This is an optimization exercise on Yosys and OpenROAD, whose aim is small area, not a production implementation. Only simulation tests tie the RTL to the original design; equivalence was not proved. Power and IR drop assume default switching activity.

$ cat flow/design.v
module top_module (
  in_clk,
  in_restart,
  in_inserted_5,
  in_inserted_1,
  in_inserted_05,
  in_inserted_025,
  in_sel_a,
  in_sel_b,
  in_sel_c,
  in_sel_d,
  in_next,
  in_finish,
  out_change,
  out_stock_a,
  out_stock_b,
  out_stock_c,
  out_stock_d,
  out_csel_a,
  out_csel_b,
  out_csel_c,
  out_csel_d,
  out_change_1,
  out_change_05,
  out_change_025,
  out_spit_a,
  out_spit_b,
  out_spit_c,
  out_spit_d,
  out_state,
  out_sol_ok
);
wire [1:0] cmd;
input wire in_clk;
input wire in_restart;
input wire in_inserted_5;
input wire in_inserted_1;
input wire in_inserted_05;
input wire in_inserted_025;
input wire in_sel_a;
input wire in_sel_b;
input wire in_sel_c;
input wire in_sel_d;
input wire in_next;
input wire in_finish;
output wire signed [15:0] out_change;
output wire out_stock_a;
output wire out_stock_b;
output wire out_stock_c;
output wire out_stock_d;
output wire out_csel_a;
output wire out_csel_b;
output wire out_csel_c;
output wire out_csel_d;
output wire [7:0] out_change_1;
output wire out_change_05;
output wire out_change_025;
output wire out_spit_a;
output wire out_spit_b;
output wire out_spit_c;
output wire out_spit_d;
output wire [1:0] out_state;
output wire out_sol_ok;
main_FSM main_FSM_dut (
  .in_clk (in_clk ),
  .in_restart (in_restart ),
  .in_next ( in_next ),
  .in_finish ( in_finish ),
  .out_state (out_state ),
  .out_cmd  ( cmd)
);
dp dp_dut (
  .in_clk (in_clk ),
  .in_restart ( in_restart ),
  .in_cmd (cmd ),
  .in_inserted_5 (in_inserted_5 ),
  .in_inserted_1 (in_inserted_1 ),
  .in_inserted_05 (in_inserted_05 ),
  .in_inserted_025 (in_inserted_025 ),
  .in_sel_a (in_sel_a ),
  .in_sel_b (in_sel_b ),
  .in_sel_c (in_sel_c ),
  .in_sel_d (in_sel_d ),
  .out_change (out_change ),
  .out_stock_a (out_stock_a ),
  .out_stock_b (out_stock_b ),
  .out_stock_c (out_stock_c ),
  .out_stock_d (out_stock_d ),
  .out_csel_a (out_csel_a ),
  .out_csel_b (out_csel_b ),
  .out_csel_c (out_csel_c ),
  .out_csel_d (out_csel_d ),
  .out_change_1 (out_change_1 ),
  .out_change_05 (out_change_05 ),
  .out_change_025 (out_change_025 ),
  .out_spit_a (out_spit_a ),
  .out_spit_b (out_spit_b ),
  .out_spit_c (out_spit_c ),
  .out_spit_d (out_spit_d),
  .out_sol_ok (out_sol_ok)
);
endmodule  
module main_FSM (in_clk, in_restart, in_next, in_finish, out_state, out_cmd);
  parameter SIZE = 2;
  parameter IDLE = 2'b00, START = 2'b01, SITEM = 2'b10, SMONEY = 2'b11;
  parameter SITEM_CMD = 2'b00, SMONEY_CMD = 2'b01, CLEAR_CMD = 2'b10, START_CMD = 2'b11;
  input wire in_clk, in_next, in_finish, in_restart;
  output wire [SIZE-1:0] out_state;
  output reg [1:0] out_cmd;
  wire [SIZE-1:0] temp_out_state;
  reg [SIZE-1:0] next_out_state;
  assign temp_out_state = fsm_function(out_state, in_next);
  function [SIZE-1:0] fsm_function;
  input  [SIZE-1:0] out_state;
  input in_next;
  case(out_state)
    IDLE: begin
      fsm_function = START;
    end
    START: begin
      if(in_next) begin
        fsm_function = SITEM;
      end else if (in_finish) begin
        fsm_function = SMONEY;
      end else begin
        fsm_function = START;
      end
    end
    SITEM: begin
        fsm_function = START;
    end
    SMONEY: begin
        fsm_function = START;
    end
    default: fsm_function = IDLE;
    endcase
  endfunction
  always @ (posedge in_clk)
  begin : FSM_SEQ
    if (in_restart) begin
      next_out_state <= IDLE;
    end else begin
      next_out_state <= temp_out_state;
    end
  end
  assign out_state = next_out_state;
  always @ (*)
  begin : OUTPUT_LOGIC
    case(next_out_state)
    IDLE:    out_cmd = CLEAR_CMD;
    START:   out_cmd = START_CMD;
    SITEM:   out_cmd = SITEM_CMD;
    SMONEY:  out_cmd = SMONEY_CMD;
    default: out_cmd = CLEAR_CMD;
    endcase
  end  
endmodule   
module dp (
in_clk,        in_restart,    in_cmd, 
in_sel_a,      in_sel_b,      in_sel_c,      in_sel_d,
in_inserted_5, in_inserted_1, in_inserted_05, in_inserted_025,
out_stock_a,   out_stock_b,   out_stock_c,   out_stock_d, 
out_csel_a,    out_csel_b,    out_csel_c,    out_csel_d,
out_spit_a,    out_spit_b,    out_spit_c,    out_spit_d,
out_change,
out_change_1, out_change_05, out_change_025, out_sol_ok
);
parameter SITEM_CMD = 2'b00, SMONEY_CMD = 2'b01, CLEAR_CMD = 2'b10, START_CMD = 2'b11;
parameter ITEM_PRICE_A = 16'b1110, ITEM_PRICE_B = 16'b1100, ITEM_PRICE_C = 16'b1010, ITEM_PRICE_D = 16'b1000;
parameter DOLLAR_1_NUM = 8'b10, DOLLAR_05_NUM = 8'b10, DOLLAR_025_NUM = 8'b00;
input wire in_clk, in_restart;
input wire [1:0] in_cmd;
input wire in_inserted_5;
input wire in_inserted_1;
input wire in_inserted_05;
input wire in_inserted_025;
input wire in_sel_a;
input wire in_sel_b;
input wire in_sel_c;
input wire in_sel_d;
output wire signed [15:0] out_change;
output wire out_stock_a;
output wire out_stock_b;
output wire out_stock_c;
output wire out_stock_d;
output reg out_csel_a;
output reg out_csel_b;
output reg out_csel_c;
output reg out_csel_d;
output reg [7:0] out_change_1;
output reg out_change_05;
output reg out_change_025;
output reg out_spit_a;
output reg out_spit_b;
output reg out_spit_c;
output reg out_spit_d;
output wire out_sol_ok;
reg [7:0] item_a_num;
reg [7:0] item_b_num;
reg [7:0] item_c_num;
reg [7:0] item_d_num;
wire  [15:0] total_price;
reg  [15:0] inserted_money;
reg [7:0] dollar_1_num;
reg [7:0] dollar_05_num;
reg [7:0] dollar_025_num;
wire [7:0] out_change_1_sol1;
wire out_change_05_sol1;
wire out_change_025_sol1;
assign out_stock_a = (item_a_num == 0) ? 0 : 1;
assign out_stock_b = (item_b_num == 0) ? 0 : 1;
assign out_stock_c = (item_c_num == 0) ? 0 : 1;
assign out_stock_d = (item_d_num == 0) ? 0 : 1;
assign total_price = (in_cmd == CLEAR_CMD)?0:((out_csel_a ? ITEM_PRICE_A:0)+(out_csel_b ? ITEM_PRICE_B:0)+(out_csel_c ? ITEM_PRICE_C:0)+(out_csel_d ? ITEM_PRICE_D:0));
assign out_change = (in_cmd == CLEAR_CMD)?0:(inserted_money - total_price);
assign out_change_1_sol1 = out_change[15] ? 0:out_change[15:3];
assign out_change_05_sol1 = out_change[15] ? 0:out_change[2];
assign out_change_025_sol1 = out_change[15] ? 0:out_change[1];
assign out_sol_ok = (dollar_1_num>=out_change_1_sol1)&&(dollar_05_num>=out_change_05_sol1)&&(dollar_025_num>=out_change_025_sol1);
always @ (posedge in_clk)
begin
   if (in_restart) begin
   end else if (in_cmd == CLEAR_CMD) begin
      out_csel_a <= 0;
      out_csel_b <= 0;
      out_csel_c <= 0;
      out_csel_d <= 0;
      item_a_num <= 1;
      item_b_num <= 4;
      item_c_num <= 4;
      item_d_num <= 4;
      out_spit_a <= 0;
      out_spit_b <= 0;
      out_spit_c <= 0;
      out_spit_d <= 0;
      inserted_money <= 0;
      dollar_1_num <= DOLLAR_1_NUM;
      dollar_05_num <= DOLLAR_05_NUM;
      dollar_025_num <= DOLLAR_025_NUM;
   end else if (in_cmd == START_CMD) begin
      if (in_sel_a)
         out_csel_a <= (!out_stock_a) ? 0 : !out_csel_a;
      else
         out_csel_a <= out_csel_a;   
      if (in_sel_b)
         out_csel_b <= (!out_stock_b) ? 0 : !out_csel_b;
      else
         out_csel_b <= out_csel_b;  
      if (in_sel_c)
         out_csel_c <= (!out_stock_c) ? 0 : !out_csel_c;
      else
         out_csel_c <= out_csel_c;  
      if (in_sel_d)
         out_csel_d <= (!out_stock_d) ? 0 : !out_csel_d;
      else
         out_csel_d <= out_csel_d; 
      inserted_money <= inserted_money + (in_inserted_5 << 3) + (in_inserted_5<<5) + 
                        (in_inserted_1<<3) + 
                        (in_inserted_05<<2) + 
                        (in_inserted_025<<1);
      dollar_1_num <= dollar_1_num + in_inserted_1;
      dollar_05_num <= dollar_05_num + in_inserted_05;
      dollar_025_num <= dollar_025_num + in_inserted_025;
      out_change_1 <= 0;
      out_change_05 <= 0;
      out_change_025 <= 0;
      out_spit_a <= 0;
      out_spit_b <= 0;
      out_spit_c <= 0;
      out_spit_d <= 0;
   end else if (in_cmd == SITEM_CMD) begin
      if((inserted_money>=total_price)&&(out_sol_ok)) begin
         inserted_money <= inserted_money - total_price;
         out_spit_a <= out_csel_a;
         out_spit_b <= out_csel_b;
         out_spit_c <= out_csel_c;
         out_spit_d <= out_csel_d;
         out_csel_a <= 0;
         out_csel_b <= 0;
         out_csel_c <= 0;
         out_csel_d <= 0;
         item_a_num <= item_a_num - out_csel_a;
         item_b_num <= item_b_num - out_csel_b;
         item_c_num <= item_c_num - out_csel_c;
         item_d_num <= item_d_num - out_csel_d;
      end
   end else if (in_cmd == SMONEY_CMD) begin
      if((inserted_money>=total_price)&&(out_sol_ok)) begin
         inserted_money <= 0;
         out_spit_a <= out_csel_a;
         out_spit_b <= out_csel_b;
         out_spit_c <= out_csel_c;
         out_spit_d <= out_csel_d;
         out_csel_a <= 0;
         out_csel_b <= 0;
         out_csel_c <= 0;
         out_csel_d <= 0;
         item_a_num <= item_a_num - out_csel_a;
         item_b_num <= item_b_num - out_csel_b;
         item_c_num <= item_c_num - out_csel_c;
         item_d_num <= item_d_num - out_csel_d;
         out_change_1 <= out_sol_ok?out_change_1_sol1:inserted_money[15:3];
         out_change_05 <= out_sol_ok?out_change_05_sol1:inserted_money[2];
         out_change_025 <= out_sol_ok?out_change_025_sol1:inserted_money[1];
         dollar_1_num <= dollar_1_num - (out_sol_ok?out_change_1_sol1:inserted_money[15:3]);
         dollar_05_num <= dollar_05_num - (out_sol_ok?out_change_05_sol1:inserted_money[2]);
         dollar_025_num <= dollar_025_num - (out_sol_ok?out_change_025_sol1:inserted_money[1]);
      end
      else begin
         inserted_money <= 0;
         out_csel_a <= 0;
         out_csel_b <= 0;
         out_csel_c <= 0;
         out_csel_d <= 0;
         out_change_1 <= inserted_money[15:3];
         out_change_05 <= inserted_money[2];
         out_change_025 <= inserted_money[1];
         dollar_1_num <= dollar_1_num - inserted_money[15:3];
         dollar_05_num <= dollar_05_num - inserted_money[2];
         dollar_025_num <= dollar_025_num -   inserted_money[1];
      end
   end
   end
endmodule  
$ cat flow/run.sh
#!/bin/bash
# synth_recipe.tcl (not shown) runs the flow's synth.tcl, then flattens the netlist and writes it again
# the make line also repeats each setting of config.mk as NAME=value (left out here)
make -C /OpenROAD-flow-scripts/flow DESIGN_CONFIG=/design/flow/config.mk WORK_HOME=/design/flow/orfs CLKGATE_MAP_FILE= SYNTH_SCRIPT=/design/flow/synth_recipe.tcl finish
$ cat flow/config.mk
export PLATFORM = sky130hd
export DESIGN_NAME = top_module
export DESIGN_NICKNAME = top_module
export VERILOG_FILES = /design/flow/design.v
export SDC_FILE = /design/flow/constraint.sdc
export NUM_CORES = 4
export LEC_CHECK = 0
export CAP_MARGIN = 20
export CORE_MARGIN = 2
export CORE_UTILIZATION = 40
export SLEW_MARGIN = 20
$ cat flow/constraint.sdc
create_clock -name core_clock -period 10.0 [get_ports {in_clk}]
set_input_delay 2.0000 -clock core_clock [delete_from_list [all_inputs] [get_ports {in_clk}]]
set_output_delay 2.0000 -clock core_clock [all_outputs]
set_load 0.01 [all_outputs]
==> run summary <==
flip-flops by register name (all words and copies together), names as in the netlist, 2 cells and up:
| signal | flops |
|---|---|
| dp_dut.dollar_05_num | 8 |
| dp_dut.dollar_1_num | 8 |
| dp_dut.inserted_money | 16 |
| dp_dut.item_b_num | 8 |
| dp_dut.item_c_num | 8 |
| dp_dut.out_change_1 | 8 |
| dp_dut.item_d_num | 8 |
| main_FSM_dut.next_out_state | 2 |
| dp_dut.dollar_025_num | 8 |
| dp_dut.item_a_num | 8 |
logic make-up after synthesis:
| kind of cell | count (synthesis) | share of synthesized area, % |
|---|---|---|
| AO/OA/AOI/OAI | 116 | 12.4 |
| XOR/XNOR | 69 | 9.31 |
| multiplexers | 4 | 0.800 |
| buffers and inverters | 50 | 3.58 |
| flip-flops | 92 | 41.7 |
| AND/OR/NAND/NOR | 259 | 18.9 |
| adder cells (fa/ha/maj) | 65 | 13.3 |
worst max-delay path by stage:
stage,from,to,slack (ns),cells after the start
detailed placement,dp_dut.out_csel_b,dp_dut.dollar_1_num[7],1.36,31
finish,dp_dut.out_csel_b,dp_dut.dollar_1_num[7],1.35,31
floorplan,dp_dut.out_csel_b,dp_dut.dollar_1_num[7],1.94,35
global placement,dp_dut.out_csel_b,dp_dut.dollar_1_num[7],1.66,31
global route,dp_dut.out_csel_b,dp_dut.dollar_1_num[7],0.74,31
CTS,dp_dut.out_csel_b,dp_dut.dollar_1_num[7],1.34,31
per-stage QoR:
stage          hold WS, ns  cells  worst slack (ns)
6_report             0.623    920              1.35
3_3_place_gp         0.604    905              1.66
2_1_floorplan        0.575    655              1.94
5_1_grt              0.669    920             0.743
4_1_cts              0.629    920              1.34
3_5_place_dp         0.608    905              1.36
synthesized netlist by cell type, drive strengths merged (11+ instances only):
library cell / count / area share [%]
inv: 24 / 1.4
a21oi: 29 / 2.6
clkbuf: 14 / 0.80
nor3: 26 / 2.2
ha: 57 / 11
o21ai: 16 / 1.2
nand2: 45 / 2.6
xnor2: 38 / 5.2
xor2: 31 / 4.1
buf: 12 / 1.4
nor2: 114 / 6.6
edfxtp: 90 / 41
nand3: 11 / 0.84
a21o: 21 / 2.4
per-layer routing:
layer  wire length, um  share of wire (%)  global-route usage (%)
met1              7300                 47                    24.9
met2              7220                 46                    29.3
met3               816                5.2                    4.73
met4               320                2.0                    5.91
met5                 0                  0                       0
layout make-up:
cell class | instances | share of cell area, %
multi-input combinational | 513 | 47.7
sequential | 92 | 36.3
timing repair buffer | 60 | 7.67
tap | 216 | 3.57
clock buffer | 9 | 2.98
inverter | 24 | 1.19
clock inverter | 6 | 0.612
cells in the final DEF, fill, tap and decap left out, types with 8 or more instances in the layout:
cell             netlist  routed
nand3_1               11      11
edfxtp_1              90      90
nor3_1                25      25
ha_1                  57      57
nor2_1               112     109
o21ai_0               11      11
inv_1                 24      24
buf_4                  4       8
clkdlybuf4s50_1        0      52
clkbuf_16              0       9
fa_1                   8       8
xor2_1                31      31
o22ai_1                9       9
a21o_1                21      21
and2_1                 9       9
nand2_1               45      45
xnor2_1               37      37
a21oi_1               23      23
worst max-delay path: cells and delay by family (launching register included):
family | cells | cell delay [ns]
adders and majority gates | 8 | 2.88
buffers and inverters | 2 | 0.09
muxes | 1 | 0.43
DFF | 1 | 0.50
xor gates and xnor gates | 3 | 0.48
AOI/OAI and AO/OA | 9 | 2.90
and+or+nand+nor | 8 | 1.08
where the power goes:
part / leakage [nW] / switching (mW) / internal [mW]
sequential: 0.905 / 0.0683 / 0.539
combinational: 1.92 / 0.610 / 0.475
clock: 0.131 / 0.158 / 0.170
==> results by group <==
Flow run
  • Max_cap viols: 0

Yosys
  • Post-synth EDFFs: 90
  • Cell Area, Synth: about 6600 sq um
  • Synth unique cells: 64
  • Synthesized flop and latch total: 92
  • Synth Area per Inst: ~10 sq um
  • Mapped Cells: between 600 and 700
  • Register area share after synthesis: 41.7%
  • Top_reg_cell synth: edfxtp_1
  • Syn Nets: 732
  • Yosys synthesis warning count: 2
  • FFs w/ async S/R, synth: 0%

Timing
  • Final setup vio count: 0
  • Fin. Hold Viols: 0
  • Fmax: 116 MHz
  • Layout Skew: between 0.008 and 0.009 ns
  • Worst-margin pin slew: 0.862 ns
  • Worst relative slew slack: between 40% and 50%
  • RSZ-0062 raised after global routing: no
  • Post-layout min period: 8.65 ns
  • Setup Total Neg Slack: 0 ns
  • Tcrit/Tclk final: between 80 and 90%
  • Final Slew Violations: 0

Run status
  • Status: timing/DRC/antenna clean

Route
  • Post-route DRC violation count: 0
  • Vias: 4,973
  • DRT antenna net count: 0
  • 1st-pass router iterations: 4
  • Starting DRT DRC Count: approximately 340
  • Final wirelength: ~16,000 um
  • Drt wl/cell: 17.0 um
  • Routed vias/inst: between 5 and 6

CTS
  • CTS Hold Bufs: 0
  • CTS max path bufs: 2
  • TritonCTS clock tree: done
  • Clock Sinks: between 90 and 100
  • H-tree Lvls: 3
  • CTS buffer count: 9
  • Clock Latency Late Sink: 0.36 ns
  • CTS resizes: 0
  • Root Buffer: clkbuf_16
  • Post-CTS setup repair buffer count: 0
  • CTS clk-pin slew, worst paths: approximately 0.070 ns

Worst setup path
  • Crit-path max cell delay: approximately 0.74 ns
  • Arr. time, crit path: a little under 9 ns
  • Worst reg-to-reg path cell count: 31
  • Worst-path fanout max: 34
  • Critical path's most frequent cell: ha_1
  • WS Path Type: reg -> reg
  • Critical path capture point type: register
  • Slowest cell on crit path: a311o_2
  • Worst R2R Start: dp_dut.out_csel_b
  • Startpoint Class: register
  • Reg2Reg Setup Slack: about 1.3 ns
  • RR Endpoint: dp_dut.dollar_1_num[7]
  • CP Data Required Time: approximately 10 ns

Pwr
  • Pleak: 2.95 nW
  • Total power draw: 2.02 mW
  • Peak VDD IR: between 100 and 150 uV
  • Cell Pwr Density: approximately 270 nW/um^2

Worst hold path
  • Min-delay src: dp_dut.item_b_num[5]
  • Hold Crit Depth: 2
  • HP Class: reg -> reg
  • WHS Endpoint: dp_dut.item_b_num[5]

Die
  • Die span in y: 132 um
  • Rows: 46
  • Die area: 17,500 sq um
  • Initial core utilization: 41.1%
  • DIE WIDTH: 132 um
  • Core area: 16,000 sq um
  • I/O pin cnt: 53

Global route
  • Initial antenna violation count: 0
  • GRT Util Overall: about 18%
  • First-pass GRT wire length: 25,600 um
  • Number of global-route vias before repair: between 4,000 and 5,000
  • GR Overflow Total: 0
  • Pin count of the biggest net entering global routing: 43

Cells and area
  • Reg area: around 2700 sq um
  • Fin nets: about 780
  • # diodes: 0
  • Final core utilization: 47.3%
  • Area of the multi-input gates: 3610 sq um
  • Fin area: about 7600 sq um
  • Layout cells sized above 1: 7.53%
  • # fillers: 1,506
  • Area added between synthesis and finish: 15.1%

Place
  • IO Port Bufs: between 50 and 60
  • Dpl cell area: 7290 sq um
  • GPL Wtd Cong: ~0.85
  • Dpl hpwl: around 11,000 um

## afterwards: timing with drivers on the ports
In the flow no input, the clock included, has a driving cell. The finished layout below was timed again as built, in two steps.
Step 1: set_driving_cell puts a clkbuf_16 on in_clk and a buf_2 on each other input, an assumption about the parent block.
Step 2 times the ports against the registers' clock, not the clock port: input delays grow and output delays shrink by t, the midpoint of the rising clock arrivals with the driver on.
a / b / c = ideal / step 1 / step 2; a / b = the first two.
t (ns): 0.396
slack for setup (ns): 1.345 / 1.345 / 1.345
worst hold slack (ns): 0.623 / 0.623 / 0.623
cell pins on the clock port's net: 1
After both steps setup and hold are still met in this run. The setup slack of this run moves by 0.000 ns with the drivers and by 0.000 ns with both steps.
